Background: an optimization exercise with open tools, aiming at small area, a short achievable clock period and few clock cycles. Do not read the settings as production practice.
RTL that was checked went through simulation tests only; none was proved equivalent to the original.
No functional check of the RTL was part of run 2.
Power figures rest on the tool's default switching activity, not on a simulated workload.

==> flow/design.v (outline; a module is shown in full before it is edited, if it fits) <==
// module fa1: 4 lines
// module ha1: 4 lines
// module mul_step: 520 lines
// module aoi222: 3 lines
// module aoi22: 3 lines
// module nand4x: 3 lines
// module nand3x: 3 lines
// module or3x: 3 lines
// module rmux31: 14 lines
// module reg_file: 25 lines
// module mips: 120 lines
module mips(
	input clk, arst_n,
	input [31:0] instr, mem_read_data,
	output [31:0] current_inst, alu_out, mem_write_data,
	output mem_write
);
  // ...
==> flow/flow/run.sh <==
#!/bin/bash
# The standard ORFS flow (the standard.sh), with timing repair asked to
# leave a setup margin, so that the tools keep improving paths that already
# meet the design's period. Each step's output goes to a log of its own.
set -euo pipefail
MARGIN=${MARGIN:-16}
bash standard.sh synth > log_synth.txt 2>&1
for t in floorplan place cts route finish; do
  bash standard.sh SETUP_SLACK_MARGIN=$MARGIN $t > log_$t.txt 2>&1
done
==> flow/standard.sh <==
#!/bin/bash
# synth_recipe.tcl (not shown) runs the flow's synth.tcl, then flattens the netlist and writes it again
# the make line also repeats each setting of config.mk as NAME=value (left out here)
make -C /OpenROAD-flow-scripts/flow DESIGN_CONFIG=/design/flow/config.mk WORK_HOME=/design/flow/orfs CLKGATE_MAP_FILE= SYNTH_SCRIPT=/design/flow/synth_recipe.tcl "${@:-finish}"
==> flow/config.mk <==
export PLATFORM = sky130hd
export DESIGN_NAME = mips
export DESIGN_NICKNAME = mips
export VERILOG_FILES = /design/flow/design.v
export SDC_FILE = /design/flow/constraint.sdc
export NUM_CORES = 8
export LEC_CHECK = 0
export CAP_MARGIN = 20
export CORE_MARGIN = 2
export CORE_UTILIZATION = 40
export SLEW_MARGIN = 20
export SYNTH_HIERARCHICAL = 1
==> flow/constraint.sdc <==
create_clock -name core_clock -period 22.0 [get_ports {clk}]
set_input_delay 4.4000 -clock core_clock [delete_from_list [all_inputs] [get_ports {clk}]]
set_output_delay 4.4000 -clock core_clock [all_outputs]
set_load 0.01 [all_outputs]
==> impl_metrics.py, run 1 <==
metrics = {
    "synthesis": {
        "synth_top_family_by_area": "compound AO/OA/AOI/OAI gates",
        "synth-adder-area-share": 0.0899,
        "yosysMostFrequentCell": "edfxtp_1",
        "synth_area_sq_mm": 0.0595,
        "synth_common_cells": "edfxtp_1, a222oi_1, and2_1, fa_1, nor2_1",
        "yosys_most_used_dff": "edfxtp_1",
        "synth_cell_type_count": 82,
        "synth_cells": 4216,
        "synth-seq-area-share": 0.584,
    },
    "pwr": {
        "clk-power_w": 0.00218,
        "intPower_w": 0.00499,
    },
    "sta": {
        "final_max_slew_viol_count": 0,
        "clock_skew_ns": 0.0378,
        "fmax_mhz": 165,
    },
    "finish": {
        "final_common_cell": "edfxtp_1",
        "fin_util": 0.480,
        "multi_input_area_share": 0.352,
        "num-nonclk-buffers": 472,
    },
    "route": {
        "wl_met2_mm": 101,
    },
    "outcome": {
        "status": "timing/DRC/antenna clean",
    },
    "clock_network": {
        "clockBufferDepth": 3,
        "hold_buffers": 0,
        "cts_resized": 294,
    },
    "critical_path": {
        "cp-end-kind": "flop",
        "critPathKind": "flop to flop",
        "critPathArrivalTime_ns": 6.55,
        "r2r_setup_slack_ns": 15.93,
        "required_ns": 22.48,
    },
    "floorplan": {
        "coreArea_sq_mm": 0.148,
        "start_util": 0.403,
    },
    "placement": {
        "post-place-cells": 6308,
    },
    "worst_hold_path": {
        "min_path_cells": 1,
    },
    "grt": {
        "globalRouteOverflowTotal": 0,
    },
}
Testbench counts, summed over its fixed seeds: cycles 161,251.
==> module rmux31, before the edit <==
module rmux31(input [31:1] d, input [31:1] s, output y);
	wire [10:0] p;
	genvar k;
	generate for (k = 0; k < 9; k = k + 1) begin : g
		aoi222 u(.a0(d[3*k+1]), .s0(s[3*k+1]), .a1(d[3*k+2]), .s1(s[3*k+2]), .a2(d[3*k+3]), .s2(s[3*k+3]), .y(p[k]));
	end endgenerate
	aoi22 u9(.a0(d[28]), .s0(s[28]), .a1(d[29]), .s1(s[29]), .y(p[9]));
	aoi22 u10(.a0(d[30]), .s0(s[30]), .a1(d[31]), .s1(s[31]), .y(p[10]));
	wire q0, q1, q2;
	nand4x n0(.a(p[0]), .b(p[1]), .c(p[2]), .d(p[3]), .y(q0));
	nand4x n1(.a(p[4]), .b(p[5]), .c(p[6]), .d(p[7]), .y(q1));
	nand3x n2(.a(p[8]), .b(p[9]), .c(p[10]), .y(q2));
	or3x o(.a(q0), .b(q1), .c(q2), .y(y));
endmodule
==> module reg_file, before the edit <==
module reg_file(
	input clk, we,
	input [4:0] a1, a2, a3,
	input [31:0] wd,
	output [31:0] rd1, rd2
);
	reg [31:0] r [1:31];
	wire [31:1] s1, s2;
	genvar i, b;
	generate for (i = 1; i < 32; i = i + 1) begin : dec
		assign s1[i] = (a1 == i);
		assign s2[i] = (a2 == i);
	end endgenerate
	generate for (b = 0; b < 32; b = b + 1) begin : gb
		wire [31:1] col;
		for (i = 1; i < 32; i = i + 1) begin : c
			assign col[i] = r[i][b];
		end
		rmux31 m1(.d(col), .s(s1), .y(rd1[b]));
		rmux31 m2(.d(col), .s(s2), .y(rd2[b]));
	end endgenerate
	always @(posedge clk)
		if (we && a3 != 5'd0)
			r[a3] <= wd;
endmodule
==> module mips, before the edit <==
module mips(
	input clk, arst_n,
	input [31:0] instr, mem_read_data,
	output [31:0] current_inst, alu_out, mem_write_data,
	output mem_write
);
	reg  [31:2] pc_f;
	wire [31:2] pc_f4 = pc_f + 30'd1;
	wire f_j = (instr[31:26] == 6'b000010);
	assign current_inst = {pc_f, 2'b00};
	reg        v_d;
	reg [31:0] ir;
	wire [5:0] op = ir[31:26];
	wire [4:0] rs = ir[25:21], rt = ir[20:16], rd = ir[15:11];
	wire [5:0] fn = ir[5:0];
	wire d_r    = v_d & (op == 6'h00);
	wire d_addi = v_d & (op == 6'h08);
	wire d_lw   = v_d & (op == 6'h23);
	wire d_sw   = v_d & (op == 6'h2b);
	wire d_beq  = v_d & (op == 6'h04);
	wire f_sub  = (fn == 6'h22);
	wire f_slt  = (fn == 6'h2a);
	wire f_mul  = (fn == 6'h1c);
	wire [4:0] dst = d_r ? rd : rt;
	wire d_wr   = (d_r | d_addi | d_lw) & (dst != 5'd0);
	wire use_rs = d_r | d_addi | d_lw | d_sw | d_beq;
	wire use_rt = d_r | d_sw | d_beq;
	reg        we_m, ld_m, st_m, mul_m;
	reg [1:0]  mstep;
	reg [23:0] acc_s, acc_c;
	reg        acc_ci;
	reg [4:0]  rd_m;
	reg [31:0] res_m, sd_m;
	wire [31:0] rf_a, rf_b;
	wire [31:0] wb;
	wire mul_busy = mul_m & (mstep != 2'd3);
	wire wb_en = we_m & ~mul_busy;
	reg_file reg_file(.clk(clk), .we(wb_en), .a1(rs), .a2(rt), .a3(rd_m), .wd(wb), .rd1(rf_a), .rd2(rf_b));
	wire hit_a = we_m & (rd_m == rs);
	wire hit_b = we_m & (rd_m == rt);
	wire [31:0] a = hit_a ? res_m : rf_a;
	wire [31:0] b = hit_b ? res_m : rf_b;
	wire late = ld_m | mul_m;
	wire stall = mul_busy | (late & ((use_rs & hit_a) | (use_rt & hit_b)));
	wire [31:0] imm = {{16{ir[15]}}, ir[15:0]};
	wire do_sub = d_r & (f_sub | f_slt);
	wire [31:0] bop = d_r ? b : imm;
	wire [32:0] sum = {1'b0, a} + {1'b0, do_sub ? ~bop : bop} + {32'd0, do_sub};
	wire lt = ~sum[32];
	wire [31:0] res = (d_r & f_mul) ? a : (d_r & f_slt) ? {31'd0, lt} : sum[31:0];
	wire eq = (a == b);
	wire redirect = d_beq & eq & ~stall;
	wire [7:0]  pbyte;
	wire        pcout;
	wire [23:0] nacc_s, nacc_c;
	mul_step mul_step(.a(res_m), .b(sd_m[7:0]), .s(acc_s), .c(acc_c), .cin(acc_ci),
		.p(pbyte), .cout(pcout), .s_next(nacc_s), .c_next(nacc_c));
	wire [31:0] mprod = {pbyte, sd_m[31:8]};
	assign wb = ld_m ? mem_read_data : mul_m ? mprod : res_m;
	assign alu_out = res_m;
	assign mem_write_data = sd_m;
	assign mem_write = st_m;
	always @(posedge clk or negedge arst_n) begin
		if (!arst_n) begin
			pc_f <= 30'd0;
			v_d <= 1'b0;
			we_m <= 1'b0;
			ld_m <= 1'b0;
			st_m <= 1'b0;
			mul_m <= 1'b0;
			mstep <= 2'd0;
		end else begin
			if (!stall) begin
				if (redirect)
					pc_f <= pc_f + {{14{ir[15]}}, ir[15:0]};
				else if (f_j)
					pc_f <= {pc_f4[31:28], instr[25:0]};
				else
					pc_f <= pc_f4;
				v_d <= ~redirect;
			end
			if (mul_busy) begin
				mstep <= mstep + 2'd1;
			end else if (stall) begin
				we_m <= 1'b0;
				ld_m <= 1'b0;
				st_m <= 1'b0;
				mul_m <= 1'b0;
			end else begin
				we_m <= d_wr;
				ld_m <= d_lw;
				st_m <= d_sw;
				mul_m <= d_r & f_mul & (dst != 5'd0);
				mstep <= 2'd0;
			end
		end
	end
	always @(posedge clk) begin
		if (mul_busy) begin
			acc_s <= nacc_s;
			acc_c <= nacc_c;
			acc_ci <= pcout;
		end else begin
			acc_s <= 24'd0;
			acc_c <= 24'd0;
			acc_ci <= 1'b0;
		end
	end
	always @(posedge clk) begin
		if (!stall)
			ir <= instr;
		if (mul_busy) begin
			sd_m <= mprod;
		end else if (!stall) begin
			res_m <= res;
			sd_m <= b;
			rd_m <= dst;
		end
	end
endmodule
==> run 2: changes to the inputs <==
--- a/flow/design.v
+++ b/flow/design.v
@@ -531,4 +531,4 @@
 endmodule
-module aoi22(input a0, s0, a1, s1, output y);
-	assign y = ~((a0 & s0) | (a1 & s1));
+module nand2x(input a, b, output y);
+	assign y = ~(a & b);
 endmodule
@@ -540,13 +540,12 @@
 endmodule
-module or3x(input a, b, c, output y);
-	assign y = a | b | c;
+module nor3x(input a, b, c, output y);
+	assign y = ~(a | b | c);
 endmodule
-module rmux31(input [31:1] d, input [31:1] s, output y);
+module rmux31(input [31:1] d, input [31:1] s, output yn);
 	wire [10:0] p;
 	genvar k;
-	generate for (k = 0; k < 9; k = k + 1) begin : g
+	generate for (k = 0; k < 10; k = k + 1) begin : g
 		aoi222 u(.a0(d[3*k+1]), .s0(s[3*k+1]), .a1(d[3*k+2]), .s1(s[3*k+2]), .a2(d[3*k+3]), .s2(s[3*k+3]), .y(p[k]));
 	end endgenerate
-	aoi22 u9(.a0(d[28]), .s0(s[28]), .a1(d[29]), .s1(s[29]), .y(p[9]));
-	aoi22 u10(.a0(d[30]), .s0(s[30]), .a1(d[31]), .s1(s[31]), .y(p[10]));
+	nand2x u10(.a(d[31]), .b(s[31]), .y(p[10]));
 	wire q0, q1, q2;
@@ -555,3 +554,6 @@
 	nand3x n2(.a(p[8]), .b(p[9]), .c(p[10]), .y(q2));
-	or3x o(.a(q0), .b(q1), .c(q2), .y(y));
+	nor3x o(.a(q0), .b(q1), .c(q2), .y(yn));
+endmodule
+module wbmux(input ld, input [31:0] mem, alu, output [31:0] y);
+	assign y = ld ? mem : alu;
 endmodule
@@ -559,7 +561,10 @@
 	input clk, we,
-	input [4:0] a1, a2, a3,
-	input [31:0] wd,
-	output [31:0] rd1, rd2
+	input [3:0] hi1, hi2,
+	input [7:0] lo1, lo2,
+	input [4:0] a3,
+	input [31:0] wd_lo, wd_hi,	 
+	output [31:0] rd1_n, rd2_n	 
 );
-	reg [31:0] r [1:31];
+	reg [31:0] rl [1:15];
+	reg [31:0] rh [16:31];
 	wire [31:1] s1, s2;
@@ -567,4 +572,4 @@
 	generate for (i = 1; i < 32; i = i + 1) begin : dec
-		assign s1[i] = (a1 == i);
-		assign s2[i] = (a2 == i);
+		assign s1[i] = hi1[i / 8] & lo1[i % 8];
+		assign s2[i] = hi2[i / 8] & lo2[i % 8];
 	end endgenerate
@@ -573,10 +578,435 @@
 		for (i = 1; i < 32; i = i + 1) begin : c
-			assign col[i] = r[i][b];
+			if (i < 16) begin : l
+				assign col[i] = rl[i][b];
+			end else begin : h
+				assign col[i] = rh[i][b];
+			end
 		end
-		rmux31 m1(.d(col), .s(s1), .y(rd1[b]));
-		rmux31 m2(.d(col), .s(s2), .y(rd2[b]));
+		rmux31 m1(.d(col), .s(s1), .yn(rd1_n[b]));
+		rmux31 m2(.d(col), .s(s2), .yn(rd2_n[b]));
 	end endgenerate
 	always @(posedge clk)
-		if (we && a3 != 5'd0)
-			r[a3] <= wd;
+		if (we && !a3[4] && a3 != 5'd0)
+			rl[a3[3:0]] <= wd_lo;
+	always @(posedge clk)
+		if (we && a3[4])
+			rh[a3] <= wd_hi;
+endmodule
+module pg_cell(input a, b, output g, p);
+	assign g = a & b;
+	assign p = a ^ b;
+endmodule
+module gp_black(input g1, p1, g0, p0, output g, p);
+	assign g = g1 | (p1 & g0);
+	assign p = p1 & p0;
+endmodule
+module gp_gray(input g1, p1, g0, output g);
+	assign g = g1 | (p1 & g0);
+endmodule
+module xor_cell(input a, b, output y);
+	assign y = a ^ b;
+endmodule
+module mux2_cell(input a, b, s, output y);
+	assign y = s ? b : a;
+endmodule
+module oreg #(parameter W = 32) (input clk, input [W-1:0] d, output reg [W-1:0] q);
+	always @(posedge clk)
+		q <= d;
+endmodule
+module oreg_r #(parameter W = 32) (input clk, arst_n, input [W-1:0] d, output reg [W-1:0] q);
+	always @(posedge clk or negedge arst_n)
+		if (!arst_n)
+			q <= {W{1'b0}};
+		else
+			q <= d;
+endmodule
+module and2_cell(input a, b, output y);
+	assign y = a & b;
+endmodule
+module andn_cell(input a, bn, output y);
+	assign y = a & ~bn;
+endmodule
+module nor3_cell(input a, b, c, output y);
+	assign y = ~(a | b | c);
+endmodule
+module nor3b_cell(input a, b, cn, output y);
+	assign y = ~(a | b | ~cn);
+endmodule
+module and3b_cell(input an, b, c, output y);
+	assign y = ~an & b & c;
+endmodule
+module or2_cell(input a, b, output y);
+	assign y = a | b;
+endmodule
+module nor2_cell(input a, b, output y);
+	assign y = ~(a | b);
+endmodule
+module nand2_cell(input a, b, output y);
+	assign y = ~(a & b);
+endmodule
+module eq32(input [31:0] a, b, output eq);
+	wire [31:0] x;
+	wire [15:0] l1;
+	wire [7:0] l2;
+	wire [3:0] l3;
+	wire [1:0] l4;
+	genvar i;
+	generate
+		for (i = 0; i < 32; i = i + 1) begin : gx
+			xor_cell u(.a(a[i]), .b(b[i]), .y(x[i]));
+		end
+		for (i = 0; i < 16; i = i + 1) begin : g1
+			nor2_cell u(.a(x[2*i]), .b(x[2*i+1]), .y(l1[i]));
+		end
+		for (i = 0; i < 8; i = i + 1) begin : g2
+			nand2_cell u(.a(l1[2*i]), .b(l1[2*i+1]), .y(l2[i]));
+		end
+		for (i = 0; i < 4; i = i + 1) begin : g3
+			nor2_cell u(.a(l2[2*i]), .b(l2[2*i+1]), .y(l3[i]));
+		end
+		for (i = 0; i < 2; i = i + 1) begin : g4
+			nand2_cell u(.a(l3[2*i]), .b(l3[2*i+1]), .y(l4[i]));
+		end
+	endgenerate
+	nor2_cell u5(.a(l4[0]), .b(l4[1]), .y(eq));
+endmodule
+module add32(input [31:0] a, b, input cin, output [31:0] s, output co);
+  wire [32:0] g0, p0;
+  assign g0[0] = cin;
+  assign p0[0] = 1'b0;
+  pg_cell pg0(.a(a[0]), .b(b[0]), .g(g0[1]), .p(p0[1]));
+  pg_cell pg1(.a(a[1]), .b(b[1]), .g(g0[2]), .p(p0[2]));
+  pg_cell pg2(.a(a[2]), .b(b[2]), .g(g0[3]), .p(p0[3]));
+  pg_cell pg3(.a(a[3]), .b(b[3]), .g(g0[4]), .p(p0[4]));
+  pg_cell pg4(.a(a[4]), .b(b[4]), .g(g0[5]), .p(p0[5]));
+  pg_cell pg5(.a(a[5]), .b(b[5]), .g(g0[6]), .p(p0[6]));
+  pg_cell pg6(.a(a[6]), .b(b[6]), .g(g0[7]), .p(p0[7]));
+  pg_cell pg7(.a(a[7]), .b(b[7]), .g(g0[8]), .p(p0[8]));
+  pg_cell pg8(.a(a[8]), .b(b[8]), .g(g0[9]), .p(p0[9]));
+  pg_cell pg9(.a(a[9]), .b(b[9]), .g(g0[10]), .p(p0[10]));
+  pg_cell pg10(.a(a[10]), .b(b[10]), .g(g0[11]), .p(p0[11]));
+  pg_cell pg11(.a(a[11]), .b(b[11]), .g(g0[12]), .p(p0[12]));
+  pg_cell pg12(.a(a[12]), .b(b[12]), .g(g0[13]), .p(p0[13]));
+  pg_cell pg13(.a(a[13]), .b(b[13]), .g(g0[14]), .p(p0[14]));
+  pg_cell pg14(.a(a[14]), .b(b[14]), .g(g0[15]), .p(p0[15]));
+  pg_cell pg15(.a(a[15]), .b(b[15]), .g(g0[16]), .p(p0[16]));
+  pg_cell pg16(.a(a[16]), .b(b[16]), .g(g0[17]), .p(p0[17]));
+  pg_cell pg17(.a(a[17]), .b(b[17]), .g(g0[18]), .p(p0[18]));
+  pg_cell pg18(.a(a[18]), .b(b[18]), .g(g0[19]), .p(p0[19]));
+  pg_cell pg19(.a(a[19]), .b(b[19]), .g(g0[20]), .p(p0[20]));
+  pg_cell pg20(.a(a[20]), .b(b[20]), .g(g0[21]), .p(p0[21]));
+  pg_cell pg21(.a(a[21]), .b(b[21]), .g(g0[22]), .p(p0[22]));
+  pg_cell pg22(.a(a[22]), .b(b[22]), .g(g0[23]), .p(p0[23]));
+  pg_cell pg23(.a(a[23]), .b(b[23]), .g(g0[24]), .p(p0[24]));
+  pg_cell pg24(.a(a[24]), .b(b[24]), .g(g0[25]), .p(p0[25]));
+  pg_cell pg25(.a(a[25]), .b(b[25]), .g(g0[26]), .p(p0[26]));
+  pg_cell pg26(.a(a[26]), .b(b[26]), .g(g0[27]), .p(p0[27]));
+  pg_cell pg27(.a(a[27]), .b(b[27]), .g(g0[28]), .p(p0[28]));
+  pg_cell pg28(.a(a[28]), .b(b[28]), .g(g0[29]), .p(p0[29]));
+  pg_cell pg29(.a(a[29]), .b(b[29]), .g(g0[30]), .p(p0[30]));
+  pg_cell pg30(.a(a[30]), .b(b[30]), .g(g0[31]), .p(p0[31]));
+  pg_cell pg31(.a(a[31]), .b(b[31]), .g(g0[32]), .p(p0[32]));
+  wire k1_1_g;
+  gp_gray ck1_1(.g1(g0[1]), .p1(p0[1]), .g0(g0[0]), .g(k1_1_g));
+  wire k1_2_g, k1_2_p;
+  gp_black ck1_2(.g1(g0[2]), .p1(p0[2]), .g0(g0[1]), .p0(p0[1]), .g(k1_2_g), .p(k1_2_p));
+  wire k1_3_g, k1_3_p;
+  gp_black ck1_3(.g1(g0[3]), .p1(p0[3]), .g0(g0[2]), .p0(p0[2]), .g(k1_3_g), .p(k1_3_p));
+  wire k1_4_g, k1_4_p;
+  gp_black ck1_4(.g1(g0[4]), .p1(p0[4]), .g0(g0[3]), .p0(p0[3]), .g(k1_4_g), .p(k1_4_p));
+  wire k1_5_g, k1_5_p;
+  gp_black ck1_5(.g1(g0[5]), .p1(p0[5]), .g0(g0[4]), .p0(p0[4]), .g(k1_5_g), .p(k1_5_p));
+  wire k1_6_g, k1_6_p;
+  gp_black ck1_6(.g1(g0[6]), .p1(p0[6]), .g0(g0[5]), .p0(p0[5]), .g(k1_6_g), .p(k1_6_p));
+  wire k1_7_g, k1_7_p;
+  gp_black ck1_7(.g1(g0[7]), .p1(p0[7]), .g0(g0[6]), .p0(p0[6]), .g(k1_7_g), .p(k1_7_p));
+  wire k1_8_g, k1_8_p;
+  gp_black ck1_8(.g1(g0[8]), .p1(p0[8]), .g0(g0[7]), .p0(p0[7]), .g(k1_8_g), .p(k1_8_p));
+  wire k1_9_g, k1_9_p;
+  gp_black ck1_9(.g1(g0[9]), .p1(p0[9]), .g0(g0[8]), .p0(p0[8]), .g(k1_9_g), .p(k1_9_p));
+  wire k1_10_g, k1_10_p;
+  gp_black ck1_10(.g1(g0[10]), .p1(p0[10]), .g0(g0[9]), .p0(p0[9]), .g(k1_10_g), .p(k1_10_p));
+  wire k1_11_g, k1_11_p;
+  gp_black ck1_11(.g1(g0[11]), .p1(p0[11]), .g0(g0[10]), .p0(p0[10]), .g(k1_11_g), .p(k1_11_p));
+  wire k1_12_g, k1_12_p;
+  gp_black ck1_12(.g1(g0[12]), .p1(p0[12]), .g0(g0[11]), .p0(p0[11]), .g(k1_12_g), .p(k1_12_p));
+  wire k1_13_g, k1_13_p;
+  gp_black ck1_13(.g1(g0[13]), .p1(p0[13]), .g0(g0[12]), .p0(p0[12]), .g(k1_13_g), .p(k1_13_p));
+  wire k1_14_g, k1_14_p;
+  gp_black ck1_14(.g1(g0[14]), .p1(p0[14]), .g0(g0[13]), .p0(p0[13]), .g(k1_14_g), .p(k1_14_p));
+  wire k1_15_g, k1_15_p;
+  gp_black ck1_15(.g1(g0[15]), .p1(p0[15]), .g0(g0[14]), .p0(p0[14]), .g(k1_15_g), .p(k1_15_p));
+  wire k1_16_g, k1_16_p;
+  gp_black ck1_16(.g1(g0[16]), .p1(p0[16]), .g0(g0[15]), .p0(p0[15]), .g(k1_16_g), .p(k1_16_p));
+  wire k1_17_g, k1_17_p;
+  gp_black ck1_17(.g1(g0[17]), .p1(p0[17]), .g0(g0[16]), .p0(p0[16]), .g(k1_17_g), .p(k1_17_p));
+  wire k1_18_g, k1_18_p;
+  gp_black ck1_18(.g1(g0[18]), .p1(p0[18]), .g0(g0[17]), .p0(p0[17]), .g(k1_18_g), .p(k1_18_p));
+  wire k1_19_g, k1_19_p;
+  gp_black ck1_19(.g1(g0[19]), .p1(p0[19]), .g0(g0[18]), .p0(p0[18]), .g(k1_19_g), .p(k1_19_p));
+  wire k1_20_g, k1_20_p;
+  gp_black ck1_20(.g1(g0[20]), .p1(p0[20]), .g0(g0[19]), .p0(p0[19]), .g(k1_20_g), .p(k1_20_p));
+  wire k1_21_g, k1_21_p;
+  gp_black ck1_21(.g1(g0[21]), .p1(p0[21]), .g0(g0[20]), .p0(p0[20]), .g(k1_21_g), .p(k1_21_p));
+  wire k1_22_g, k1_22_p;
+  gp_black ck1_22(.g1(g0[22]), .p1(p0[22]), .g0(g0[21]), .p0(p0[21]), .g(k1_22_g), .p(k1_22_p));
+  wire k1_23_g, k1_23_p;
+  gp_black ck1_23(.g1(g0[23]), .p1(p0[23]), .g0(g0[22]), .p0(p0[22]), .g(k1_23_g), .p(k1_23_p));
+  wire k1_24_g, k1_24_p;
+  gp_black ck1_24(.g1(g0[24]), .p1(p0[24]), .g0(g0[23]), .p0(p0[23]), .g(k1_24_g), .p(k1_24_p));
+  wire k1_25_g, k1_25_p;
+  gp_black ck1_25(.g1(g0[25]), .p1(p0[25]), .g0(g0[24]), .p0(p0[24]), .g(k1_25_g), .p(k1_25_p));
+  wire k1_26_g, k1_26_p;
+  gp_black ck1_26(.g1(g0[26]), .p1(p0[26]), .g0(g0[25]), .p0(p0[25]), .g(k1_26_g), .p(k1_26_p));
+  wire k1_27_g, k1_27_p;
+  gp_black ck1_27(.g1(g0[27]), .p1(p0[27]), .g0(g0[26]), .p0(p0[26]), .g(k1_27_g), .p(k1_27_p));
+  wire k1_28_g, k1_28_p;
+  gp_black ck1_28(.g1(g0[28]), .p1(p0[28]), .g0(g0[27]), .p0(p0[27]), .g(k1_28_g), .p(k1_28_p));
+  wire k1_29_g, k1_29_p;
+  gp_black ck1_29(.g1(g0[29]), .p1(p0[29]), .g0(g0[28]), .p0(p0[28]), .g(k1_29_g), .p(k1_29_p));
+  wire k1_30_g, k1_30_p;
+  gp_black ck1_30(.g1(g0[30]), .p1(p0[30]), .g0(g0[29]), .p0(p0[29]), .g(k1_30_g), .p(k1_30_p));
+  wire k1_31_g, k1_31_p;
+  gp_black ck1_31(.g1(g0[31]), .p1(p0[31]), .g0(g0[30]), .p0(p0[30]), .g(k1_31_g), .p(k1_31_p));
+  wire k1_32_g, k1_32_p;
+  gp_black ck1_32(.g1(g0[32]), .p1(p0[32]), .g0(g0[31]), .p0(p0[31]), .g(k1_32_g), .p(k1_32_p));
+  wire k2_2_g;
+  gp_gray ck2_2(.g1(k1_2_g), .p1(k1_2_p), .g0(g0[0]), .g(k2_2_g));
+  wire k2_3_g;
+  gp_gray ck2_3(.g1(k1_3_g), .p1(k1_3_p), .g0(k1_1_g), .g(k2_3_g));
+  wire k2_4_g, k2_4_p;
+  gp_black ck2_4(.g1(k1_4_g), .p1(k1_4_p), .g0(k1_2_g), .p0(k1_2_p), .g(k2_4_g), .p(k2_4_p));
+  wire k2_5_g, k2_5_p;
+  gp_black ck2_5(.g1(k1_5_g), .p1(k1_5_p), .g0(k1_3_g), .p0(k1_3_p), .g(k2_5_g), .p(k2_5_p));
+  wire k2_6_g, k2_6_p;
+  gp_black ck2_6(.g1(k1_6_g), .p1(k1_6_p), .g0(k1_4_g), .p0(k1_4_p), .g(k2_6_g), .p(k2_6_p));
+  wire k2_7_g, k2_7_p;
+  gp_black ck2_7(.g1(k1_7_g), .p1(k1_7_p), .g0(k1_5_g), .p0(k1_5_p), .g(k2_7_g), .p(k2_7_p));
+  wire k2_8_g, k2_8_p;
+  gp_black ck2_8(.g1(k1_8_g), .p1(k1_8_p), .g0(k1_6_g), .p0(k1_6_p), .g(k2_8_g), .p(k2_8_p));
+  wire k2_9_g, k2_9_p;
+  gp_black ck2_9(.g1(k1_9_g), .p1(k1_9_p), .g0(k1_7_g), .p0(k1_7_p), .g(k2_9_g), .p(k2_9_p));
+  wire k2_10_g, k2_10_p;
+  gp_black ck2_10(.g1(k1_10_g), .p1(k1_10_p), .g0(k1_8_g), .p0(k1_8_p), .g(k2_10_g), .p(k2_10_p));
+  wire k2_11_g, k2_11_p;
+  gp_black ck2_11(.g1(k1_11_g), .p1(k1_11_p), .g0(k1_9_g), .p0(k1_9_p), .g(k2_11_g), .p(k2_11_p));
+  wire k2_12_g, k2_12_p;
+  gp_black ck2_12(.g1(k1_12_g), .p1(k1_12_p), .g0(k1_10_g), .p0(k1_10_p), .g(k2_12_g), .p(k2_12_p));
+  wire k2_13_g, k2_13_p;
+  gp_black ck2_13(.g1(k1_13_g), .p1(k1_13_p), .g0(k1_11_g), .p0(k1_11_p), .g(k2_13_g), .p(k2_13_p));
+  wire k2_14_g, k2_14_p;
+  gp_black ck2_14(.g1(k1_14_g), .p1(k1_14_p), .g0(k1_12_g), .p0(k1_12_p), .g(k2_14_g), .p(k2_14_p));
+  wire k2_15_g, k2_15_p;
+  gp_black ck2_15(.g1(k1_15_g), .p1(k1_15_p), .g0(k1_13_g), .p0(k1_13_p), .g(k2_15_g), .p(k2_15_p));
+  wire k2_16_g, k2_16_p;
+  gp_black ck2_16(.g1(k1_16_g), .p1(k1_16_p), .g0(k1_14_g), .p0(k1_14_p), .g(k2_16_g), .p(k2_16_p));
+  wire k2_17_g, k2_17_p;
+  gp_black ck2_17(.g1(k1_17_g), .p1(k1_17_p), .g0(k1_15_g), .p0(k1_15_p), .g(k2_17_g), .p(k2_17_p));
+  wire k2_18_g, k2_18_p;
+  gp_black ck2_18(.g1(k1_18_g), .p1(k1_18_p), .g0(k1_16_g), .p0(k1_16_p), .g(k2_18_g), .p(k2_18_p));
+  wire k2_19_g, k2_19_p;
+  gp_black ck2_19(.g1(k1_19_g), .p1(k1_19_p), .g0(k1_17_g), .p0(k1_17_p), .g(k2_19_g), .p(k2_19_p));
+  wire k2_20_g, k2_20_p;
+  gp_black ck2_20(.g1(k1_20_g), .p1(k1_20_p), .g0(k1_18_g), .p0(k1_18_p), .g(k2_20_g), .p(k2_20_p));
+  wire k2_21_g, k2_21_p;
+  gp_black ck2_21(.g1(k1_21_g), .p1(k1_21_p), .g0(k1_19_g), .p0(k1_19_p), .g(k2_21_g), .p(k2_21_p));
+  wire k2_22_g, k2_22_p;
+  gp_black ck2_22(.g1(k1_22_g), .p1(k1_22_p), .g0(k1_20_g), .p0(k1_20_p), .g(k2_22_g), .p(k2_22_p));
+  wire k2_23_g, k2_23_p;
+  gp_black ck2_23(.g1(k1_23_g), .p1(k1_23_p), .g0(k1_21_g), .p0(k1_21_p), .g(k2_23_g), .p(k2_23_p));
+  wire k2_24_g, k2_24_p;
+  gp_black ck2_24(.g1(k1_24_g), .p1(k1_24_p), .g0(k1_22_g), .p0(k1_22_p), .g(k2_24_g), .p(k2_24_p));
+  wire k2_25_g, k2_25_p;
+  gp_black ck2_25(.g1(k1_25_g), .p1(k1_25_p), .g0(k1_23_g), .p0(k1_23_p), .g(k2_25_g), .p(k2_25_p));
+  wire k2_26_g, k2_26_p;
+  gp_black ck2_26(.g1(k1_26_g), .p1(k1_26_p), .g0(k1_24_g), .p0(k1_24_p), .g(k2_26_g), .p(k2_26_p));
+  wire k2_27_g, k2_27_p;
+  gp_black ck2_27(.g1(k1_27_g), .p1(k1_27_p), .g0(k1_25_g), .p0(k1_25_p), .g(k2_27_g), .p(k2_27_p));
+  wire k2_28_g, k2_28_p;
+  gp_black ck2_28(.g1(k1_28_g), .p1(k1_28_p), .g0(k1_26_g), .p0(k1_26_p), .g(k2_28_g), .p(k2_28_p));
+  wire k2_29_g, k2_29_p;
+  gp_black ck2_29(.g1(k1_29_g), .p1(k1_29_p), .g0(k1_27_g), .p0(k1_27_p), .g(k2_29_g), .p(k2_29_p));
+  wire k2_30_g, k2_30_p;
+  gp_black ck2_30(.g1(k1_30_g), .p1(k1_30_p), .g0(k1_28_g), .p0(k1_28_p), .g(k2_30_g), .p(k2_30_p));
+  wire k2_31_g, k2_31_p;
+  gp_black ck2_31(.g1(k1_31_g), .p1(k1_31_p), .g0(k1_29_g), .p0(k1_29_p), .g(k2_31_g), .p(k2_31_p));
+  wire k2_32_g, k2_32_p;
+  gp_black ck2_32(.g1(k1_32_g), .p1(k1_32_p), .g0(k1_30_g), .p0(k1_30_p), .g(k2_32_g), .p(k2_32_p));
+  wire k3_4_g;
+  gp_gray ck3_4(.g1(k2_4_g), .p1(k2_4_p), .g0(g0[0]), .g(k3_4_g));
+  wire k3_5_g;
+  gp_gray ck3_5(.g1(k2_5_g), .p1(k2_5_p), .g0(k1_1_g), .g(k3_5_g));
+  wire k3_6_g;
+  gp_gray ck3_6(.g1(k2_6_g), .p1(k2_6_p), .g0(k2_2_g), .g(k3_6_g));
+  wire k3_7_g;
+  gp_gray ck3_7(.g1(k2_7_g), .p1(k2_7_p), .g0(k2_3_g), .g(k3_7_g));
+  wire k3_8_g, k3_8_p;
+  gp_black ck3_8(.g1(k2_8_g), .p1(k2_8_p), .g0(k2_4_g), .p0(k2_4_p), .g(k3_8_g), .p(k3_8_p));
+  wire k3_9_g, k3_9_p;
+  gp_black ck3_9(.g1(k2_9_g), .p1(k2_9_p), .g0(k2_5_g), .p0(k2_5_p), .g(k3_9_g), .p(k3_9_p));
+  wire k3_10_g, k3_10_p;
+  gp_black ck3_10(.g1(k2_10_g), .p1(k2_10_p), .g0(k2_6_g), .p0(k2_6_p), .g(k3_10_g), .p(k3_10_p));
+  wire k3_11_g, k3_11_p;
+  gp_black ck3_11(.g1(k2_11_g), .p1(k2_11_p), .g0(k2_7_g), .p0(k2_7_p), .g(k3_11_g), .p(k3_11_p));
+  wire k3_12_g, k3_12_p;
+  gp_black ck3_12(.g1(k2_12_g), .p1(k2_12_p), .g0(k2_8_g), .p0(k2_8_p), .g(k3_12_g), .p(k3_12_p));
+  wire k3_13_g, k3_13_p;
+  gp_black ck3_13(.g1(k2_13_g), .p1(k2_13_p), .g0(k2_9_g), .p0(k2_9_p), .g(k3_13_g), .p(k3_13_p));
+  wire k3_14_g, k3_14_p;
+  gp_black ck3_14(.g1(k2_14_g), .p1(k2_14_p), .g0(k2_10_g), .p0(k2_10_p), .g(k3_14_g), .p(k3_14_p));
+  wire k3_15_g, k3_15_p;
+  gp_black ck3_15(.g1(k2_15_g), .p1(k2_15_p), .g0(k2_11_g), .p0(k2_11_p), .g(k3_15_g), .p(k3_15_p));
+  wire k3_16_g, k3_16_p;
+  gp_black ck3_16(.g1(k2_16_g), .p1(k2_16_p), .g0(k2_12_g), .p0(k2_12_p), .g(k3_16_g), .p(k3_16_p));
+  wire k3_17_g, k3_17_p;
+  gp_black ck3_17(.g1(k2_17_g), .p1(k2_17_p), .g0(k2_13_g), .p0(k2_13_p), .g(k3_17_g), .p(k3_17_p));
+  wire k3_18_g, k3_18_p;
+  gp_black ck3_18(.g1(k2_18_g), .p1(k2_18_p), .g0(k2_14_g), .p0(k2_14_p), .g(k3_18_g), .p(k3_18_p));
+  wire k3_19_g, k3_19_p;
+  gp_black ck3_19(.g1(k2_19_g), .p1(k2_19_p), .g0(k2_15_g), .p0(k2_15_p), .g(k3_19_g), .p(k3_19_p));
+  wire k3_20_g, k3_20_p;
+  gp_black ck3_20(.g1(k2_20_g), .p1(k2_20_p), .g0(k2_16_g), .p0(k2_16_p), .g(k3_20_g), .p(k3_20_p));
+  wire k3_21_g, k3_21_p;
+  gp_black ck3_21(.g1(k2_21_g), .p1(k2_21_p), .g0(k2_17_g), .p0(k2_17_p), .g(k3_21_g), .p(k3_21_p));
+  wire k3_22_g, k3_22_p;
+  gp_black ck3_22(.g1(k2_22_g), .p1(k2_22_p), .g0(k2_18_g), .p0(k2_18_p), .g(k3_22_g), .p(k3_22_p));
+  wire k3_23_g, k3_23_p;
+  gp_black ck3_23(.g1(k2_23_g), .p1(k2_23_p), .g0(k2_19_g), .p0(k2_19_p), .g(k3_23_g), .p(k3_23_p));
+  wire k3_24_g, k3_24_p;
+  gp_black ck3_24(.g1(k2_24_g), .p1(k2_24_p), .g0(k2_20_g), .p0(k2_20_p), .g(k3_24_g), .p(k3_24_p));
+  wire k3_25_g, k3_25_p;
+  gp_black ck3_25(.g1(k2_25_g), .p1(k2_25_p), .g0(k2_21_g), .p0(k2_21_p), .g(k3_25_g), .p(k3_25_p));
+  wire k3_26_g, k3_26_p;
+  gp_black ck3_26(.g1(k2_26_g), .p1(k2_26_p), .g0(k2_22_g), .p0(k2_22_p), .g(k3_26_g), .p(k3_26_p));
+  wire k3_27_g, k3_27_p;
+  gp_black ck3_27(.g1(k2_27_g), .p1(k2_27_p), .g0(k2_23_g), .p0(k2_23_p), .g(k3_27_g), .p(k3_27_p));
+  wire k3_28_g, k3_28_p;
+  gp_black ck3_28(.g1(k2_28_g), .p1(k2_28_p), .g0(k2_24_g), .p0(k2_24_p), .g(k3_28_g), .p(k3_28_p));
+  wire k3_29_g, k3_29_p;
+  gp_black ck3_29(.g1(k2_29_g), .p1(k2_29_p), .g0(k2_25_g), .p0(k2_25_p), .g(k3_29_g), .p(k3_29_p));
+  wire k3_30_g, k3_30_p;
+  gp_black ck3_30(.g1(k2_30_g), .p1(k2_30_p), .g0(k2_26_g), .p0(k2_26_p), .g(k3_30_g), .p(k3_30_p));
+  wire k3_31_g, k3_31_p;
+  gp_black ck3_31(.g1(k2_31_g), .p1(k2_31_p), .g0(k2_27_g), .p0(k2_27_p), .g(k3_31_g), .p(k3_31_p));
+  wire k3_32_g, k3_32_p;
+  gp_black ck3_32(.g1(k2_32_g), .p1(k2_32_p), .g0(k2_28_g), .p0(k2_28_p), .g(k3_32_g), .p(k3_32_p));
+  wire k4_8_g;
+  gp_gray ck4_8(.g1(k3_8_g), .p1(k3_8_p), .g0(g0[0]), .g(k4_8_g));
+  wire k4_9_g;
+  gp_gray ck4_9(.g1(k3_9_g), .p1(k3_9_p), .g0(k1_1_g), .g(k4_9_g));
+  wire k4_10_g;
+  gp_gray ck4_10(.g1(k3_10_g), .p1(k3_10_p), .g0(k2_2_g), .g(k4_10_g));
+  wire k4_11_g;
+  gp_gray ck4_11(.g1(k3_11_g), .p1(k3_11_p), .g0(k2_3_g), .g(k4_11_g));
+  wire k4_12_g;
+  gp_gray ck4_12(.g1(k3_12_g), .p1(k3_12_p), .g0(k3_4_g), .g(k4_12_g));
+  wire k4_13_g;
+  gp_gray ck4_13(.g1(k3_13_g), .p1(k3_13_p), .g0(k3_5_g), .g(k4_13_g));
+  wire k4_14_g;
+  gp_gray ck4_14(.g1(k3_14_g), .p1(k3_14_p), .g0(k3_6_g), .g(k4_14_g));
+  wire k4_15_g;
+  gp_gray ck4_15(.g1(k3_15_g), .p1(k3_15_p), .g0(k3_7_g), .g(k4_15_g));
+  wire k4_16_g, k4_16_p;
+  gp_black ck4_16(.g1(k3_16_g), .p1(k3_16_p), .g0(k3_8_g), .p0(k3_8_p), .g(k4_16_g), .p(k4_16_p));
+  wire k4_17_g, k4_17_p;
+  gp_black ck4_17(.g1(k3_17_g), .p1(k3_17_p), .g0(k3_9_g), .p0(k3_9_p), .g(k4_17_g), .p(k4_17_p));
+  wire k4_18_g, k4_18_p;
+  gp_black ck4_18(.g1(k3_18_g), .p1(k3_18_p), .g0(k3_10_g), .p0(k3_10_p), .g(k4_18_g), .p(k4_18_p));
+  wire k4_19_g, k4_19_p;
+  gp_black ck4_19(.g1(k3_19_g), .p1(k3_19_p), .g0(k3_11_g), .p0(k3_11_p), .g(k4_19_g), .p(k4_19_p));
+  wire k4_20_g, k4_20_p;
+  gp_black ck4_20(.g1(k3_20_g), .p1(k3_20_p), .g0(k3_12_g), .p0(k3_12_p), .g(k4_20_g), .p(k4_20_p));
+  wire k4_21_g, k4_21_p;
+  gp_black ck4_21(.g1(k3_21_g), .p1(k3_21_p), .g0(k3_13_g), .p0(k3_13_p), .g(k4_21_g), .p(k4_21_p));
+  wire k4_22_g, k4_22_p;
+  gp_black ck4_22(.g1(k3_22_g), .p1(k3_22_p), .g0(k3_14_g), .p0(k3_14_p), .g(k4_22_g), .p(k4_22_p));
+  wire k4_23_g, k4_23_p;
+  gp_black ck4_23(.g1(k3_23_g), .p1(k3_23_p), .g0(k3_15_g), .p0(k3_15_p), .g(k4_23_g), .p(k4_23_p));
+  wire k4_24_g, k4_24_p;
+  gp_black ck4_24(.g1(k3_24_g), .p1(k3_24_p), .g0(k3_16_g), .p0(k3_16_p), .g(k4_24_g), .p(k4_24_p));
+  wire k4_25_g, k4_25_p;
+  gp_black ck4_25(.g1(k3_25_g), .p1(k3_25_p), .g0(k3_17_g), .p0(k3_17_p), .g(k4_25_g), .p(k4_25_p));
+  wire k4_26_g, k4_26_p;
+  gp_black ck4_26(.g1(k3_26_g), .p1(k3_26_p), .g0(k3_18_g), .p0(k3_18_p), .g(k4_26_g), .p(k4_26_p));
+  wire k4_27_g, k4_27_p;
+  gp_black ck4_27(.g1(k3_27_g), .p1(k3_27_p), .g0(k3_19_g), .p0(k3_19_p), .g(k4_27_g), .p(k4_27_p));
+  wire k4_28_g, k4_28_p;
+  gp_black ck4_28(.g1(k3_28_g), .p1(k3_28_p), .g0(k3_20_g), .p0(k3_20_p), .g(k4_28_g), .p(k4_28_p));
+  wire k4_29_g, k4_29_p;
+  gp_black ck4_29(.g1(k3_29_g), .p1(k3_29_p), .g0(k3_21_g), .p0(k3_21_p), .g(k4_29_g), .p(k4_29_p));
+  wire k4_30_g, k4_30_p;
+  gp_black ck4_30(.g1(k3_30_g), .p1(k3_30_p), .g0(k3_22_g), .p0(k3_22_p), .g(k4_30_g), .p(k4_30_p));
+  wire k4_31_g, k4_31_p;
+  gp_black ck4_31(.g1(k3_31_g), .p1(k3_31_p), .g0(k3_23_g), .p0(k3_23_p), .g(k4_31_g), .p(k4_31_p));
+  wire k4_32_g, k4_32_p;
+  gp_black ck4_32(.g1(k3_32_g), .p1(k3_32_p), .g0(k3_24_g), .p0(k3_24_p), .g(k4_32_g), .p(k4_32_p));
+  wire k5_16_g;
+  gp_gray ck5_16(.g1(k4_16_g), .p1(k4_16_p), .g0(g0[0]), .g(k5_16_g));
+  wire k5_17_g;
+  gp_gray ck5_17(.g1(k4_17_g), .p1(k4_17_p), .g0(k1_1_g), .g(k5_17_g));
+  wire k5_18_g;
+  gp_gray ck5_18(.g1(k4_18_g), .p1(k4_18_p), .g0(k2_2_g), .g(k5_18_g));
+  wire k5_19_g;
+  gp_gray ck5_19(.g1(k4_19_g), .p1(k4_19_p), .g0(k2_3_g), .g(k5_19_g));
+  wire k5_20_g;
+  gp_gray ck5_20(.g1(k4_20_g), .p1(k4_20_p), .g0(k3_4_g), .g(k5_20_g));
+  wire k5_21_g;
+  gp_gray ck5_21(.g1(k4_21_g), .p1(k4_21_p), .g0(k3_5_g), .g(k5_21_g));
+  wire k5_22_g;
+  gp_gray ck5_22(.g1(k4_22_g), .p1(k4_22_p), .g0(k3_6_g), .g(k5_22_g));
+  wire k5_23_g;
+  gp_gray ck5_23(.g1(k4_23_g), .p1(k4_23_p), .g0(k3_7_g), .g(k5_23_g));
+  wire k5_24_g;
+  gp_gray ck5_24(.g1(k4_24_g), .p1(k4_24_p), .g0(k4_8_g), .g(k5_24_g));
+  wire k5_25_g;
+  gp_gray ck5_25(.g1(k4_25_g), .p1(k4_25_p), .g0(k4_9_g), .g(k5_25_g));
+  wire k5_26_g;
+  gp_gray ck5_26(.g1(k4_26_g), .p1(k4_26_p), .g0(k4_10_g), .g(k5_26_g));
+  wire k5_27_g;
+  gp_gray ck5_27(.g1(k4_27_g), .p1(k4_27_p), .g0(k4_11_g), .g(k5_27_g));
+  wire k5_28_g;
+  gp_gray ck5_28(.g1(k4_28_g), .p1(k4_28_p), .g0(k4_12_g), .g(k5_28_g));
+  wire k5_29_g;
+  gp_gray ck5_29(.g1(k4_29_g), .p1(k4_29_p), .g0(k4_13_g), .g(k5_29_g));
+  wire k5_30_g;
+  gp_gray ck5_30(.g1(k4_30_g), .p1(k4_30_p), .g0(k4_14_g), .g(k5_30_g));
+  wire k5_31_g;
+  gp_gray ck5_31(.g1(k4_31_g), .p1(k4_31_p), .g0(k4_15_g), .g(k5_31_g));
+  wire k5_32_g, k5_32_p;
+  gp_black ck5_32(.g1(k4_32_g), .p1(k4_32_p), .g0(k4_16_g), .p0(k4_16_p), .g(k5_32_g), .p(k5_32_p));
+  wire k6_32_g;
+  gp_gray ck6_32(.g1(k5_32_g), .p1(k5_32_p), .g0(g0[0]), .g(k6_32_g));
+  xor_cell sx0(.a(p0[1]), .b(g0[0]), .y(s[0]));
+  xor_cell sx1(.a(p0[2]), .b(k1_1_g), .y(s[1]));
+  xor_cell sx2(.a(p0[3]), .b(k2_2_g), .y(s[2]));
+  xor_cell sx3(.a(p0[4]), .b(k2_3_g), .y(s[3]));
+  xor_cell sx4(.a(p0[5]), .b(k3_4_g), .y(s[4]));
+  xor_cell sx5(.a(p0[6]), .b(k3_5_g), .y(s[5]));
+  xor_cell sx6(.a(p0[7]), .b(k3_6_g), .y(s[6]));
+  xor_cell sx7(.a(p0[8]), .b(k3_7_g), .y(s[7]));
+  xor_cell sx8(.a(p0[9]), .b(k4_8_g), .y(s[8]));
+  xor_cell sx9(.a(p0[10]), .b(k4_9_g), .y(s[9]));
+  xor_cell sx10(.a(p0[11]), .b(k4_10_g), .y(s[10]));
+  xor_cell sx11(.a(p0[12]), .b(k4_11_g), .y(s[11]));
+  xor_cell sx12(.a(p0[13]), .b(k4_12_g), .y(s[12]));
+  xor_cell sx13(.a(p0[14]), .b(k4_13_g), .y(s[13]));
+  xor_cell sx14(.a(p0[15]), .b(k4_14_g), .y(s[14]));
+  xor_cell sx15(.a(p0[16]), .b(k4_15_g), .y(s[15]));
+  xor_cell sx16(.a(p0[17]), .b(k5_16_g), .y(s[16]));
+  xor_cell sx17(.a(p0[18]), .b(k5_17_g), .y(s[17]));
+  xor_cell sx18(.a(p0[19]), .b(k5_18_g), .y(s[18]));
+  xor_cell sx19(.a(p0[20]), .b(k5_19_g), .y(s[19]));
+  xor_cell sx20(.a(p0[21]), .b(k5_20_g), .y(s[20]));
+  xor_cell sx21(.a(p0[22]), .b(k5_21_g), .y(s[21]));
+  xor_cell sx22(.a(p0[23]), .b(k5_22_g), .y(s[22]));
+  xor_cell sx23(.a(p0[24]), .b(k5_23_g), .y(s[23]));
+  xor_cell sx24(.a(p0[25]), .b(k5_24_g), .y(s[24]));
+  xor_cell sx25(.a(p0[26]), .b(k5_25_g), .y(s[25]));
+  xor_cell sx26(.a(p0[27]), .b(k5_26_g), .y(s[26]));
+  xor_cell sx27(.a(p0[28]), .b(k5_27_g), .y(s[27]));
+  xor_cell sx28(.a(p0[29]), .b(k5_28_g), .y(s[28]));
+  xor_cell sx29(.a(p0[30]), .b(k5_29_g), .y(s[29]));
+  xor_cell sx30(.a(p0[31]), .b(k5_30_g), .y(s[30]));
+  xor_cell sx31(.a(p0[32]), .b(k5_31_g), .y(s[31]));
+  assign co = k6_32_g;
 endmodule
@@ -591,5 +1021,8 @@
 	wire f_j = (instr[31:26] == 6'b000010);
-	assign current_inst = {pc_f, 2'b00};
+	wire [31:2] pc_o;
+	assign current_inst = {pc_o, 2'b00};
 	reg        v_d;
 	reg [31:0] ir;
+	reg [3:0]  rs_hi, rt_hi;
+	reg [7:0]  rs_lo, rt_lo;
 	wire [5:0] op = ir[31:26];
@@ -615,13 +1048,17 @@
 	reg [31:0] res_m, sd_m;
-	wire [31:0] rf_a, rf_b;
-	wire [31:0] wb;
+	wire [31:0] rf_an, rf_bn;
+	wire [31:0] wb_lo, wb_hi;
 	wire mul_busy = mul_m & (mstep != 2'd3);
 	wire wb_en = we_m & ~mul_busy;
-	reg_file reg_file(.clk(clk), .we(wb_en), .a1(rs), .a2(rt), .a3(rd_m), .wd(wb), .rd1(rf_a), .rd2(rf_b));
+	reg_file reg_file(.clk(clk), .we(wb_en), .hi1(rs_hi), .lo1(rs_lo), .hi2(rt_hi), .lo2(rt_lo), .a3(rd_m), .wd_lo(wb_lo), .wd_hi(wb_hi), .rd1_n(rf_an), .rd2_n(rf_bn));
 	wire hit_a = we_m & (rd_m == rs);
 	wire hit_b = we_m & (rd_m == rt);
-	wire [31:0] a = hit_a ? res_m : rf_a;
-	wire [31:0] b = hit_b ? res_m : rf_b;
-	wire late = ld_m | mul_m;
-	wire stall = mul_busy | (late & ((use_rs & hit_a) | (use_rt & hit_b)));
+	wire [31:0] a = hit_a ? res_m : ~rf_an;
+	wire [31:0] b = hit_b ? res_m : ~rf_bn;
+	wire d_mul = d_r & f_mul;
+	wire ld_a = ld_m & hit_a;
+	wire ld_b = ld_m & hit_b;
+	wire stall = mul_busy |
+	             (mul_m & ((use_rs & hit_a) | (use_rt & hit_b))) |
+	             (ld_a & use_rs & ~d_mul) | (ld_b & use_rt & ~d_mul & ~d_sw);
 	wire [31:0] imm = {{16{ir[15]}}, ir[15:0]};
@@ -629,7 +1066,48 @@
 	wire [31:0] bop = d_r ? b : imm;
-	wire [32:0] sum = {1'b0, a} + {1'b0, do_sub ? ~bop : bop} + {32'd0, do_sub};
-	wire lt = ~sum[32];
-	wire [31:0] res = (d_r & f_mul) ? a : (d_r & f_slt) ? {31'd0, lt} : sum[31:0];
-	wire eq = (a == b);
-	wire redirect = d_beq & eq & ~stall;
+	wire [31:0] sum;
+	wire        cout;
+	add32 alu_add(.a(a), .b(bop ^ {32{do_sub}}), .cin(do_sub), .s(sum), .co(cout));
+	wire lt = ~cout;
+	wire [31:0] res = d_mul ? a : (d_r & f_slt) ? {31'd0, lt} : sum;
+	wire eq;
+	eq32 beq_cmp(.a(a), .b(b), .eq(eq));
+	reg pred_d;
+	wire br_ok = d_beq & ~stall & ~pred_d;
+	wire redirect = br_ok & eq;
+	wire redirect_lo, redirect_hi;
+	and2_cell rdl(.a(br_ok), .b(eq), .y(redirect_lo));
+	and2_cell rdh(.a(br_ok), .b(eq), .y(redirect_hi));
+	reg       jf_v, fold_d;
+	reg [9:2] jf_j, jf_tgt;
+	wire jf_hit = jf_v & (pc_f4[9:2] == jf_j);
+	wire j_same = ({pc_f4[31:28], instr[25:8]} == pc_f[31:10]);
+	wire jf_learn = f_j & j_same & (pc_f[9:2] != 8'd0) & ~stall;
+	wire [31:2] d_next = {pc_f[31:10], fold_d ? jf_j : pc_f[9:2]};
+	wire [31:2] pc_tgt = d_next + {{14{ir[15]}}, ir[15:0]};
+	reg       ub_v;
+	reg [9:2] ub_key, ub_tgt;
+	wire ub_hit = ub_v & (pc_f[9:2] == ub_key);
+	wire fold = jf_hit & ~f_j & ~ub_hit;
+	wire ub_learn = d_beq & ~pred_d & (rs == 5'd0) & (rt == 5'd0) & ~stall &
+	                (pc_tgt[31:10] == pc_f[31:10]) & (d_next[9:2] != 8'd0);
+	wire region_change = redirect ? (pc_tgt[31:10] != pc_f[31:10]) :
+	                     stall ? 1'b0 :
+	                     f_j ? ~j_same :
+	                     ~fold & ~ub_hit & (pc_f[9:2] == 8'hff);
+	wire [31:2] pc_a = ub_hit ? {pc_f[31:10], ub_tgt} :
+	                   jf_hit ? {pc_f[31:10], jf_tgt} : pc_f4;
+	wire [31:2] pc_b = stall ? pc_f : pc_a;
+	wire [31:2] pc_j = {pc_f4[31:28], instr[25:0]};
+	wire j_hi3, j_lo3, sr, sel_j_lo, sel_j_hi;
+	nor3_cell jd1(.a(instr[31]), .b(instr[30]), .c(instr[29]), .y(j_hi3));
+	nor3b_cell jd2(.a(instr[28]), .b(instr[26]), .cn(instr[27]), .y(j_lo3));
+	or2_cell jsr(.a(stall), .b(redirect), .y(sr));
+	and3b_cell sjl(.an(sr), .b(j_hi3), .c(j_lo3), .y(sel_j_lo));
+	and3b_cell sjh(.an(sr), .b(j_hi3), .c(j_lo3), .y(sel_j_hi));
+	wire [31:2] pc_rd, pc_next;
+	genvar gi;
+	generate for (gi = 2; gi < 32; gi = gi + 1) begin : gpc
+		mux2_cell mr(.a(pc_b[gi]), .b(pc_tgt[gi]), .s(gi < 10 ? redirect_lo : redirect_hi), .y(pc_rd[gi]));
+		mux2_cell mj(.a(pc_rd[gi]), .b(pc_j[gi]), .s(gi < 17 ? sel_j_lo : sel_j_hi), .y(pc_next[gi]));
+	end endgenerate
 	wire [7:0]  pbyte;
@@ -640,5 +1118,10 @@
 	wire [31:0] mprod = {pbyte, sd_m[31:8]};
-	assign wb = ld_m ? mem_read_data : mul_m ? mprod : res_m;
-	assign alu_out = res_m;
-	assign mem_write_data = sd_m;
+	wire [31:0] wb_alu = mul_m ? mprod : res_m;
+	wbmux wbm_lo(.ld(ld_m), .mem(mem_read_data), .alu(wb_alu), .y(wb_lo));
+	wbmux wbm_hi(.ld(ld_m), .mem(mem_read_data), .alu(wb_alu), .y(wb_hi));
+	wire [31:0] sd_next = mul_busy ? mprod : ((d_mul | d_sw) & ld_b) ? mem_read_data : b;
+	wire [31:0] res_next = (d_mul & ld_a) ? mem_read_data : res;
+	oreg #(32) ao_r(.clk(clk), .d(res_next), .q(alu_out));
+	oreg #(32) sd_r(.clk(clk), .d(sd_next), .q(mem_write_data));
+	oreg_r #(30) pc_r(.clk(clk), .arst_n(arst_n), .d(pc_next), .q(pc_o));
 	assign mem_write = st_m;
@@ -654,11 +1137,5 @@
 		end else begin
-			if (!stall) begin
-				if (redirect)
-					pc_f <= pc_f + {{14{ir[15]}}, ir[15:0]};
-				else if (f_j)
-					pc_f <= {pc_f4[31:28], instr[25:0]};
-				else
-					pc_f <= pc_f4;
+			pc_f <= pc_next;
+			if (!stall)
 				v_d <= ~redirect;
-			end
 			if (mul_busy) begin
@@ -674,3 +1151,3 @@
 				st_m <= d_sw;
-				mul_m <= d_r & f_mul & (dst != 5'd0);
+				mul_m <= d_mul & (dst != 5'd0);
 				mstep <= 2'd0;
@@ -679,2 +1156,30 @@
 	end
+	always @(posedge clk or negedge arst_n) begin
+		if (!arst_n)
+			jf_v <= 1'b0;
+		else if (region_change)
+			jf_v <= 1'b0;
+		else if (jf_learn)
+			jf_v <= 1'b1;
+	end
+	always @(posedge clk or negedge arst_n) begin
+		if (!arst_n)
+			ub_v <= 1'b0;
+		else if (region_change)
+			ub_v <= 1'b0;
+		else if (ub_learn)
+			ub_v <= 1'b1;
+	end
+	always @(posedge clk) begin
+		if (ub_learn) begin
+			ub_key <= d_next[9:2] - 8'd1;
+			ub_tgt <= pc_tgt[9:2];
+		end
+	end
+	always @(posedge clk) begin
+		if (jf_learn) begin
+			jf_j <= pc_f[9:2];
+			jf_tgt <= instr[7:0];
+		end
+	end
 	always @(posedge clk) begin
@@ -691,9 +1196,14 @@
 	always @(posedge clk) begin
-		if (!stall)
+		if (!stall) begin
 			ir <= instr;
-		if (mul_busy) begin
-			sd_m <= mprod;
-		end else if (!stall) begin
-			res_m <= res;
-			sd_m <= b;
+			rs_hi <= 4'd1 << instr[25:24];
+			rs_lo <= 8'd1 << instr[23:21];
+			rt_hi <= 4'd1 << instr[20:19];
+			rt_lo <= 8'd1 << instr[18:16];
+			pred_d <= ub_hit;
+			fold_d <= fold;
+		end
+		sd_m <= sd_next;
+		if (!mul_busy) begin
+			res_m <= res_next;
 			rd_m <= dst;
==> flow/flow/run.sh (replaced) <==
#!/bin/bash
# The standard ORFS flow (the standard.sh) with these changes to how the
# layout is made:
#  - timing repair is asked to leave a setup margin, so that the tools keep
#    improving paths that already meet the design's period;
#  - the port buffers are plain buffers;
#  - clock tree synthesis uses larger sink clusters and no dummy loads.
# Each step's output goes to a log of its own.
set -euo pipefail
MARGIN=${MARGIN:-16}
CTS="-sink_clustering_enable -repair_clock_nets -sink_clustering_size 25 -sink_clustering_max_diameter 70 -dont_use_dummy_load"
bash standard.sh synth > log_synth.txt 2>&1
for t in floorplan place cts route finish; do
  bash standard.sh SETUP_SLACK_MARGIN=$MARGIN "BUFFER_PORTS_ARGS=-buffer_cell sky130_fd_sc_hd__buf_2" "CTS_ARGS=$CTS" $t > log_$t.txt 2>&1
done
--- a/flow/config.mk
+++ b/flow/config.mk
@@ -9,3 +9,3 @@
 export CORE_MARGIN = 2
-export CORE_UTILIZATION = 40
+export CORE_UTILIZATION = 55
 export SLEW_MARGIN = 20
==> run 2 against run 1 <==
  * Still clean on timing, DRC and antenna
  * Synthesized cell count up 13%
  * Sequential power is 17% higher
  * Clock power shrank 28%
  * Combinational power fell by 3%
  * Non-clock buffer count decreased by 191
  * Die area fell by 18%
  * Critical path depth is the same
  * Via count up 6.7%
  * Core utilization is 12 points higher
  * Flip-flop and latch count increased by 154
  * Global-route usage up 10 points
  * Hold slack worse by 0.024 ns
==> impl_metrics.py, run 2 <==
metrics = {
    "outcome": {
        "status": "timing/DRC/antenna clean",
    },
    "synthesis": {
        "synth_cell_type_count": 85,
        "yosysTopAreaCellShare": 0.503,
        "synth_area_sq_mm": 0.0668,
        "synth-seq-area-share": 0.573,
        "synth_edf_count": 1119,
        "synth_area_leaders": "edfxtp_1, a222oi_1, fa_1",
        "yosysMostFrequentCell": "edfxtp_1",
        "yosys_most_used_dff": "edfxtp_1",
        "ys_seq_elements": 1333,
        "syn_avg_cell_area_sq_um": 14.0,
        "synth_cells": 4762,
        "ys_warn_count": 10,
        "synth_common_cells": "edfxtp_1, a222oi_1, and2_1, nand2_1, fa_1",
        "yosys.area.top_type": "edfxtp_1",
        "ys_async_sr_fraction": 0.0518,
    },
    "route": {
        "wl_mm": 258,
        "drt_iter0_drc": 11236,
        "antenna_left": 0,
        "vias": 49217,
        "drcViolationCount": 0,
        "first_pass_iters": 13,
        "routedWlPerCell_microns": 39.3,
        "vias_per_cell": 7.50,
    },
    "finish": {
        "drive_gt1_frac": 0.139,
        "largest_register": "reg_file.rh",
        "final_common_cell": "edfxtp_1",
        "finalNetCount": 5313,
        "fin_cells": 6566,
        "largest_reg_flops": 512,
        "final_cell_mix": "edfxtp_1, a222oi_1, and2_1",
        "syn_to_final_growth_pct": 7.99,
    },
    "critical_path": {
        "reg2reg_depth": 18,
        "start_kind": "flop",
        "critPathKind": "flop to flop",
        "cp.depth": 18,
        "cp_slowest_stage_delay_ns": 0.52,
        "critPathBufInv": 2,
        "required_ns": 22.53,
        "cp-end-kind": "flop",
        "crit_fanout": 22,
        "crit_family": "simple AND/OR/NAND/NOR gates",
        "cpMaxStageDelayCell": "nor3_2",
        "crit_top_cell": "nor2_1",
        "crit_path_cell_trace": "and2_2 -> buf_4 -> a222oi_1 -> nand4_1 -> nor3_2 -> o21ai_0 -> xor2_1 -> nor2_1 -> nand2_1 -> nor2_1 -> nand2_1 -> nor2_2 -> nand4b_1 -> nor2_1 -> or2_1 -> and3b_1 -> buf_4 -> mux2_4",
        "critPathArrivalTime_ns": 6.46,
    },
    "clock_network": {
        "hold_buffers": 0,
        "clock-sinks": 1333,
        "h-tree-depth": 3,
        "cts_tree": "done",
        "root_buffer": "clkbuf_16",
        "clock_latency_ns": 0.77,
        "path_clk_slew_ns": 0.09,
        "cts_buffers": 91,
        "clockBufferDepth": 3,
    },
    "floorplan": {
        "ioPinCount": 163,
        "die_w_microns": 352,
        "dieArea_sq_mm": 0.124,
        "coreArea_sq_mm": 0.120,
        "rows": 127,
        "start_util": 0.556,
        "die-height_microns": 352,
    },
    "worst_hold_path": {
        "hold_path.class": "flop to flop",
        "min_path_cells": 2,
    },
    "sta": {
        "slew_headroom": 0.243,
        "final.setup.tns_ns": 0,
        "clock_skew_ns": 0.143,
        "finalCriticalPeriod_ns": 5.93,
        "worst_slack_ns": 16.07,
        "finalSetupViolations": 0,
        "rsz0062_at_grt": "false",
        "tightest_slew_ns": 1.14,
        "fmax_mhz": 169,
        "finalCritPeriodShare": 0.269,
        "hold_viol_final": 0,
        "holdWs_ns": 0.491,
        "final_max_slew_viol_count": 0,
    },
    "grt": {
        "grt_pass1_wl_mm": 358,
        "grt_use_met2": 0.590,
        "grt_max_degree": 88,
        "gr-usage-met1": 0.536,
        "top_usage_layer": "met2",
        "antenna_found_initial": 19,
        "grt.total_usage": 0.406,
        "gr-usage-met3": 0.127,
        "globalRouteOverflowTotal": 0,
        "grt_pass1_vias": 48353,
    },
    "placement": {
        "post-place-cells": 6468,
        "dpl.hpwl_mm": 161,
        "io_buffers": 160,
        "pre_cts_slack_ns": 15.15,
        "gp_congestion": 0.966,
    },
    "pwr": {
        "power_density_mw_per_mm2": 103,
        "irDropWorstVdd_uv": 89.7,
        "power_leakage_nw": 26.5,
    },
    "flow_run": {
        "cap_violations": 0,
    },
}
-- run 2: modules after synthesis, one instance, submodules excluded, a selection --
module / flip-flops and latches / cell area [sq um]
gp_black: 0 / 13.8
xor_cell: 0 / 8.76
or2_cell: 0 / 6.26
nand4x: 0 / 6.26
ha1: 0 / 12.5
mux2_cell: 0 / 15.0
and3b_cell: 0 / 8.76
nor3x: 0 / 10.0
nor3b_cell: 0 / 12.5
mips: 247 / 14600
nor2_cell: 0 / 3.75
-- run 2: repair_timing --
item                                    CTS  global route
endpoints found under the setup margin   17            60
gates cloned                              0             0
setup buffers                             1             0
pin swaps                                 1             7
gates resized for setup                   0            11
-- run 2: path summary, 6_finish.rpt --
path                            slack, ns              startpoint              endpoint
min in group asynchronous            3.85                  arst_n     pc_f[5]$_DFF_PN0_
worst max-delay path                16.07  rs_hi[0]$_SDFFCE_PP0N_  pc_r.q[10]$_DFF_PN0_
worst min register to register       0.49        sd_m[20]$_DFF_P_    sd_r.q[12]$_DFF_P_
worst max register to register      16.07  rs_hi[0]$_SDFFCE_PP0N_  pc_r.q[10]$_DFF_PN0_
worst min-delay path                 0.49        sd_m[20]$_DFF_P_    sd_r.q[12]$_DFF_P_
max in group asynchronous           17.42                  arst_n      ld_m$_DFFE_PN0N_
-- run 2: worst min-delay path, stage by stage, from the launching register on --
cell	delay, ns
dfxtp_1	0.33
nand2_1	0.05
o21ai_0	0.09
-- run 2: routing by layer --
metal	wire length, microns	part of all wire
met3	36900	0.14
met1	92900	0.36
met4	18400	0.071
met2	109000	0.42
met5	64	0.00025
-- run 2: layout make-up --
| cell class | instances | area (sq um) |
|---|---|---|
| Clock buffer | 91 | 2280 |
| Timing Repair Buffer | 281 | 1720 |
| Fill cell | 9588 | 48000 |
| Antenna cell | 6 | 15.0 |
| Multi-Input combinational cell | 3211 | 27700 |
| Tap cell | 1612 | 2020 |
| Sequential cell | 1333 | 38200 |
| Inverter | 32 | 120 |
-- run 2: logic make-up (layout without fill, tap and decap cells) --
group,after synthesis,count (layout),share of synthesized area
multiplexers,242,242,0.0461
buffers and inverters,219,404,0.0174
XOR/XNOR,229,229,0.0311
adder cells (fa/ha/maj),297,297,0.0790
other,1,8,0.0000562
flip-flops,1333,1333,0.573
AO/OA/AOI/OAI,1114,1114,0.140
AND/OR/NAND/NOR,1327,1327,0.113
-- run 2: power by group --
| part | internal, W | switching, W |
|---|---|---|
| combinational | 0.000968 | 0.00152 |
| clock | 0.000729 | 0.000828 |
| sequential | 0.00312 | 0.000226 |
-- run 2: through the flow --
stage | utilization | power, W | cell area [sq um]
4_1_cts | 0.600 | 0.00738 | 72000
6_report | 0.600 | 0.00739 | 72100
3_5_place_dp | 0.581 | 0.00585 | 69700
2_1_floorplan | - | 0.00526 | 66800
5_1_grt | 0.600 | 0.00772 | 72100
3_3_place_gp | 0.581 | 0.00584 | 69700

[afterwards: timing with drivers on the ports]
Ports are ideal in the flow. The routed layouts listed here were re-timed in OpenROAD. Step 1 assumes that a clkbuf_16 drives the clock port and a buf_2 every other input. Step 2 times the ports against the registers' clock, not the clock port: input delays grow and output delays shrink by t, the midpoint of the rising clock arrivals with the driver on. Three values: no drivers, after step 1, after step 2; two values: the first two.
| run | t (ns) | setup WS [ns] | worst setup path after step 2 | latest minus earliest clock arrival (ns) | worst register clock-pin slew, ns |
|---|---|---|---|---|---|
| run 1 | 0.837 | 15.931 / 15.931 / 15.716 | input to register | 0.038 / 0.039 | 0.07 / 0.07 |
| run 2 | 0.777 | 16.074 / 16.074 / 15.539 | input to register | 0.143 / 0.143 | 0.11 / 0.11 |
After both steps setup and hold are still met in every run listed. For run 2, which loses most, drivers alone change the setup slack by 0.000 ns; drivers and shift together by -0.535 ns.
